Background: an optimization exercise with open tools, aiming at a short achievable clock period and few clock cycles. Do not read the settings as production practice. The RTL was checked by simulation tests, not by an equivalence proof against the original design.

`flow/design.v`:
```
module arm_core (
    input clk,
    input rst,
    output [31:0] imem_addr,
    input  [31:0] imem_data,
    output [31:0] dmem_addr,
    output [31:0] dmem_wdata,
    output        dmem_we,
    input  [31:0] dmem_rdata
  );
  function cond_ok;
    input [3:0] c;
    input n, z, cy, v;
    case (c)
      4'b0000: cond_ok = z;
      4'b0001: cond_ok = !z;
      4'b0010: cond_ok = cy;
      4'b0011: cond_ok = !cy;
      4'b0100: cond_ok = n;
      4'b0101: cond_ok = !n;
      4'b0110: cond_ok = v;
      4'b0111: cond_ok = !v;
      4'b1000: cond_ok = cy && !z;
      4'b1001: cond_ok = !cy || z;
      4'b1010: cond_ok = n == v;
      4'b1011: cond_ok = n != v;
      4'b1100: cond_ok = !z && (n == v);
      4'b1101: cond_ok = z && (n != v);
      4'b1110: cond_ok = 1'b1;
      default: cond_ok = 1'b0;
    endcase
  endfunction
  reg [31:0] pc;
  reg        x_v;
  reg [31:0] x_ir;
  reg        x_pt;       
  reg [31:0] x_alt;      
  reg [31:0] R [0:14];
  reg        fN, fZ, fC, fV;
  reg        m_we, m_ld;
  reg [3:0]  m_rd;
  reg [31:0] m_addr, m_wdata;
  assign imem_addr  = pc;
  assign dmem_addr  = m_addr;
  assign dmem_wdata = m_wdata;
  assign dmem_we    = m_we;
  wire [3:0] xc   = x_ir[31:28];
  wire [1:0] xmd  = x_ir[27:26];
  wire       xI   = x_ir[25];
  wire [3:0] xop  = x_ir[24:21];
  wire       xS   = x_ir[20];
  wire [3:0] xrn  = x_ir[19:16];
  wire [3:0] xrd  = x_ir[15:12];
  wire [3:0] xrm  = x_ir[3:0];
  wire x_ok  = x_v && cond_ok(xc, fN, fZ, fC, fV);
  wire x_dp  = xmd == 2'b00;
  wire x_mem = xmd == 2'b01;
  wire x_br  = xmd == 2'b10;
  wire x_ld  = x_mem && xS;
  wire x_st  = x_mem && !xS;
  wire op_mov = xop == 4'b1101, op_mvn = xop == 4'b1111;
  wire op_add = xop == 4'b0100, op_adc = xop == 4'b0101;
  wire op_sub = xop == 4'b0010, op_sbc = xop == 4'b0110;
  wire op_and = xop == 4'b0000, op_orr = xop == 4'b1100, op_eor = xop == 4'b0001;
  wire op_cmp = xop == 4'b1010, op_tst = xop == 4'b1000;
  wire op_wr  = op_mov | op_mvn | op_add | op_adc | op_sub | op_sbc | op_and | op_orr | op_eor;
  wire use_rn = (x_dp && !op_mov && !op_mvn) || x_mem;
  wire use_rm = x_dp && !xI;
  wire stall = x_ok && m_ld &&
       ((use_rn && xrn == m_rd) || (use_rm && xrm == m_rd));
  wire x_go = x_ok && !stall;
  wire [31:0] rn_val = R[xrn];
  wire [31:0] rm_val = R[xrm];
  wire [31:0] rd_val = R[xrd];
  reg  [31:0] op2;
  wire [4:0]  sh_amt = x_ir[11:7];
  wire [63:0] ror_imm = {24'b0, x_ir[7:0], 24'b0, x_ir[7:0]} >> {x_ir[11:8], 1'b0};
  wire [63:0] ror_reg = {rm_val, rm_val} >> sh_amt;
  always @(*) begin
    if (xI)
      op2 = ror_imm[31:0];
    else case (x_ir[6:5])
      2'b00: op2 = rm_val << sh_amt;
      2'b11: op2 = ror_reg[31:0];
      default: op2 = rm_val >> sh_amt;
    endcase
  end
  wire        arith = op_add | op_adc | op_sub | op_sbc | op_cmp;
  wire        neg   = op_sub | op_sbc | op_cmp;
  wire        cin   = (op_adc | op_sbc) ? fC : (op_sub | op_cmp);
  wire [31:0] b2    = neg ? ~op2 : op2;
  wire [32:0] sum   = {1'b0, rn_val} + {1'b0, b2} + {32'b0, cin};
  reg  [31:0] res;
  always @(*) begin
    case (1'b1)
      op_mov: res = op2;
      op_mvn: res = ~op2;
      op_and | op_tst: res = rn_val & op2;
      op_orr: res = rn_val | op2;
      op_eor: res = rn_val ^ op2;
      arith:  res = sum[31:0];
      default: res = 32'b0;
    endcase
  end
  wire r_n = res[31];
  wire r_z = res == 32'b0;
  wire r_c = arith ? (sum[32] ^ neg) : 1'b0;
  wire r_v = arith ? ((rn_val[31] & b2[31] & ~r_n) | (~rn_val[31] & ~b2[31] & r_n)) : 1'b0;
  wire x_wr  = x_go && x_dp && op_wr;
  wire x_fl  = x_go && x_dp && xS;
  wire [31:0] ea = rn_val + {{20{x_ir[11]}}, x_ir[11:0]};
  wire [3:0]  fc    = imem_data[31:28];
  wire        f_br  = imem_data[27:26] == 2'b10;
  wire        x_sets_flags = x_ok && x_dp && xS;
  wire        f_now = cond_ok(fc, fN, fZ, fC, fV);
  wire        f_pred = f_br && (fc == 4'b1110 ||
                       (fc != 4'b1111 && (x_sets_flags ? imem_data[23] : f_now)));
  wire [31:0] pc4   = pc + 32'd4;
  wire [31:0] ftgt  = pc4 + {{6{imem_data[23]}}, imem_data[23:0], 2'b00};
  wire redirect = x_ok ? (x_br && !x_pt) : (x_v && x_br && x_pt);
  integer i;
  always @(posedge clk, posedge rst) begin
    if (rst) begin
      pc <= 32'b0;
      x_v <= 1'b0;
      x_ir <= 32'b0;
      x_pt <= 1'b0;
      x_alt <= 32'b0;
    end else if (redirect) begin
      pc <= x_alt;
      x_v <= 1'b0;
    end else if (!stall) begin
      pc <= f_pred ? ftgt : pc4;
      x_v <= 1'b1;
      x_ir <= imem_data;
      x_pt <= f_pred;
      x_alt <= f_pred ? pc4 : ftgt;
    end
  end
  always @(posedge clk, posedge rst) begin
    if (rst) begin
      fN <= 1'b0; fZ <= 1'b0; fC <= 1'b0; fV <= 1'b0;
    end else if (x_fl) begin
      fN <= r_n; fZ <= r_z; fC <= r_c; fV <= r_v;
    end
  end
  always @(posedge clk, posedge rst) begin
    if (rst) begin
      m_we <= 1'b0;
      m_ld <= 1'b0;
      m_rd <= 4'b0;
      m_addr <= 32'b0;
      m_wdata <= 32'b0;
    end else begin
      m_we <= x_go && x_st;
      m_ld <= x_go && x_ld;
      if (x_go && x_mem) begin
        m_rd <= xrd;
        m_addr <= ea;
        m_wdata <= (m_ld && m_rd == xrd) ? dmem_rdata : rd_val;
      end
    end
  end
  always @(posedge clk, posedge rst) begin
    if (rst) begin
      for (i = 0; i < 15; i = i + 1)
        R[i] <= i;
    end else begin
      for (i = 0; i < 15; i = i + 1)
        if (x_wr && xrd == i)
          R[i] <= res;
        else if (m_ld && m_rd == i)
          R[i] <= dmem_rdata;
    end
  end
endmodule
```
`flow/run.sh`:
```
#!/bin/bash
# synth_recipe.tcl (not shown) runs the flow's synth.tcl, then flattens the netlist and writes it again
# the make line also repeats each setting of config.mk as NAME=value (left out here)
make -C /OpenROAD-flow-scripts/flow DESIGN_CONFIG=/design/flow/config.mk WORK_HOME=/design/flow/orfs CLKGATE_MAP_FILE= SYNTH_SCRIPT=/design/flow/synth_recipe.tcl finish
```
`flow/config.mk`:
```
export PLATFORM = sky130hd
export DESIGN_NAME = arm_core
export DESIGN_NICKNAME = arm_core
export VERILOG_FILES = /design/flow/design.v
export SDC_FILE = /design/flow/constraint.sdc
export NUM_CORES = 4
export LEC_CHECK = 0
export CAP_MARGIN = 20
export CORE_MARGIN = 2
export CORE_UTILIZATION = 40
export SETUP_SLACK_MARGIN = 1.0
export SLEW_MARGIN = 20
```
`flow/constraint.sdc`:
```
create_clock -name core_clock -period 22.0 [get_ports {clk}]
set_input_delay 4.4000 -clock core_clock [delete_from_list [all_inputs] [get_ports {clk}]]
set_output_delay 4.4000 -clock core_clock [all_outputs]
set_load 0.01 [all_outputs]
```
==> summary.txt <==
-- routing by layer --
metal | global-route usage, % | vias to the layer above
met2 | 60.5 | 4801
li1 | - | 24000
met3 | 17.5 | 1353
met1 | 55.3 | 28400
met5 | 0.455 | -
met4 | 27.8 | 20
-- stage by stage --
stage	worst slack [ns]	instances	hold slack [ns]	area, µm²
global route	10.03	8186	0.500	60100
finish	10.42	8192	0.472	60100
detailed placement	10.97	8037	0.465	57200
global placement	11.22	8037	0.452	57200
floorplan	8.71	6500	0.440	53800
CTS	10.94	8182	0.478	60000
-- logic make-up (layout without fill, tap and decap cells) --
kind of cell	Yosys count	in the layout
AO/OA/AOI/OAI	2218	2218
XOR/XNOR	168	168
adder cells (fa/ha/maj)	161	161
buffers and inverters	704	621
flip-flops	652	652
multiplexers	687	687
other	0	7
AND/OR/NAND/NOR	1910	1910
-- registers in the layout, summed over array words and instances, names as in the netlist --
name     flops
R          480
m_addr      32
m_wdata     32
pc          32
x_alt       32
x_ir        32
m_rd         4
fC           1
fN           1
fV           1
fZ           1
m_ld         1
m_we         1
x_pt         1
x_v          1
-- layout make-up --
class	instances	area, µm²
fill	13200	73400
multi-input combinational	5144	35100
sequential	652	16400
timing repair buffer	366	3220
clock buffer	112	2270
tap	1768	2210
clock inverter	33	520
inverter	110	417
antenna	7	17.5
-- Yosys cell counts (36+ instances only) --
master    number  share of area, %
nand2_1      745               5.2
dfrtp_1      624                29
o21ai_0      546               5.1
nor2_1       537               3.7
a21oi_1      511               4.8
clkbuf_1     489               3.4
mux2i_1      350               6.5
a22oi_1      342               4.8
mux2_2       299               6.3
nand3_1      158               1.5
ha_1         157               3.7
inv_1        105              0.73
nand4_1       87               1.0
xnor2_1       87               1.4
xor2_1        81               1.3
o22ai_1       79              0.92
nor3_1        73              0.68
a221oi_1      71               1.2
a222oi_1      70               1.3
a22o_1        68               1.1
a21o_1        54              0.75
nand2b_1      54              0.63
buf_2         51              0.47
nand3b_1      50              0.70
a211oi_1      42              0.59
o22a_1        42              0.68
nor2b_1       40              0.47
mux4_2        36               1.5
-- critical path, delay by kind of cell (launching register included) --
kind / cells / cell delay (ns)
DFF: 1 / 0.89
muxes: 2 / 0.88
adders and majority gates: 1 / 0.30
buffers and inverters: 2 / 1.00
and+or+nand+nor: 9 / 3.14
AOI/OAI and AO/OA: 13 / 4.69
xor gates and xnor gates: 2 / 0.53
-- worst paths after layout --
kind	slack [ns]	start	end
worst max-delay path	10.42	x_ir[1]	fZ
worst min-delay path	0.47	m_addr[20]	m_addr[20]
worst max register to register	10.42	x_ir[1]	fZ
worst min register to register	0.47	m_addr[20]	m_addr[20]
max in group asynchronous	13.90	rst	m_wdata[12]
min in group asynchronous	4.11	rst	R[8][10]
==> reports/summary.txt <==
First-pass DRT Iterations: 12
Hpwl dp: 213 mm
CTS root buf: clkbuf_16
Final Skew: 0.0717 ns
Post-Synthesis Cells: 6500
Num CTS Buffers: 79
RSZ-0062 raised after global routing: false
XOR/XNOR share of the synthesized area: 2.74%
Post-synthesis cell type count: 100
CP required: 22.67 ns
Setup CP Type: register to register
Total track usage: 43.5%
Core area: 133000 µm²
DRT Wirelength: 307 mm
Worst hold stages: 2
First-pass GRT wire length: 427 mm
Die area: 137000 µm²
Largest fanout on the critical path: 57
Worst skew pair latency: 0.75 ns
Asr flop ratio synth: 100%
Initial antenna violation count: 20
Yosys warns: 2
Final ANT Viol Nets: 0
Area grow syn2layout: 11.7%
Ports: 163
CTS-repair resized insts: 0
Sequential area share after synthesis: 30.4%
Endpoints failing setup: 0
Synth Area in Simple Gates: 16.1%
Relative slew margins: 15.1%
Setup bufs post-CTS: 0
Fin. Hold Viols: 0
Htree depth: 3
Die width: 371 µm
Yosys reg bits: 652
Via/cell ratio: 7.15
Max Clk Rate: 86.3 MHz
Met1 wire length: 116 mm
Met3 wire len: 44.2 mm
Main synth FF type: dfrtp_1
Routed WL per cell: 37.5 µm
Post-synth EDFFs: 0
TritonCTS clock tree: yes
Hold_buf cts: 0
Vias in the first global route: 54600
DR vias: 58600
Nets: 6580
Iteration-0 DRC count of the detailed router: 10600
# DRC: 0
Worst-Margin Slew: 1.27 ns
Total grt overflow: 0
Synthesized cell area: 53800 µm²
Commonest cells after routing, fill and taps aside: nand2_1 (729), dfrtp_1 (615), o21ai_0 (546), nor2_1 (511), a21oi_1 (510)
IO Port Bufs: 162
# clock sinks: 652
Most common cell after layout, fill and taps aside: nand2_1
Worst Reg-to-Reg Cells: 29
Max-cap violations: 0
Slowest cell on crit path: a311oi_1
Mux cell area share after synthesis: 14.3%
Largest family of logic cells by synthesized area: compound AO/OA/AOI/OAI gates
Hold Path Class: register to register
Clock Path Buffers: 3
Post-synthesis compound-gate area fraction: 27.4%
Top sig layer: met5
Met2 wire len: 122 mm
FP Rows: 134
Largest net degree at the start of global routing: 163
Part of the cycle the worst path needs: 52.6%
CP Capture Type: register
Status: timing/DRC/antenna clean
Chip Height: 371 µm
Setup TNS: 0 ns
Crit path launch type: register
Fin crit period: 11.58 ns
Worst-path clk slew: 0.07 ns
Avg Cell Area, Syn: 8.27 µm²
Slowest stage delay, CP: 1.03 ns
Share of cells above drive strength 1: 13.2%
Starting Density: 40.3%
Final design utilization: 45.0%
Slew Viols, Final: 0
Worst EP arrival: 12.25 ns
RePlAce Congestion: 1.12
Syn Nets: 6727
Post-synthesis adder-cell area fraction: 3.80%
Testbench counts, summed over its fixed seeds: cycles 52,046.

==> re-timing with driven ports <==
No port has a modelled driver above. Below, the same layout with a new extraction and two added sets of constraints. Step 1: set_driving_cell puts a clkbuf_16 on clk and a buf_2 on each other input, an assumption about the parent block. Step 2 times the ports against the registers' clock, not the clock port: input delays grow and output delays shrink by t, the midpoint of the rising clock arrivals with the driver on. Three values: ideal ports, drivers, drivers and shift; two values: the first two.
t, ns: 0.804
setup WS [ns]: 10.418 / 10.418 / 10.418
worst setup path after step 2: register to register
latest minus earliest clock arrival (ns): 0.073 / 0.073
worst slew at a driven data input, ns: 0.08
After both steps setup and hold are still met in this run. The setup slack of this run moves by 0.000 ns with the drivers and by 0.000 ns with both steps.
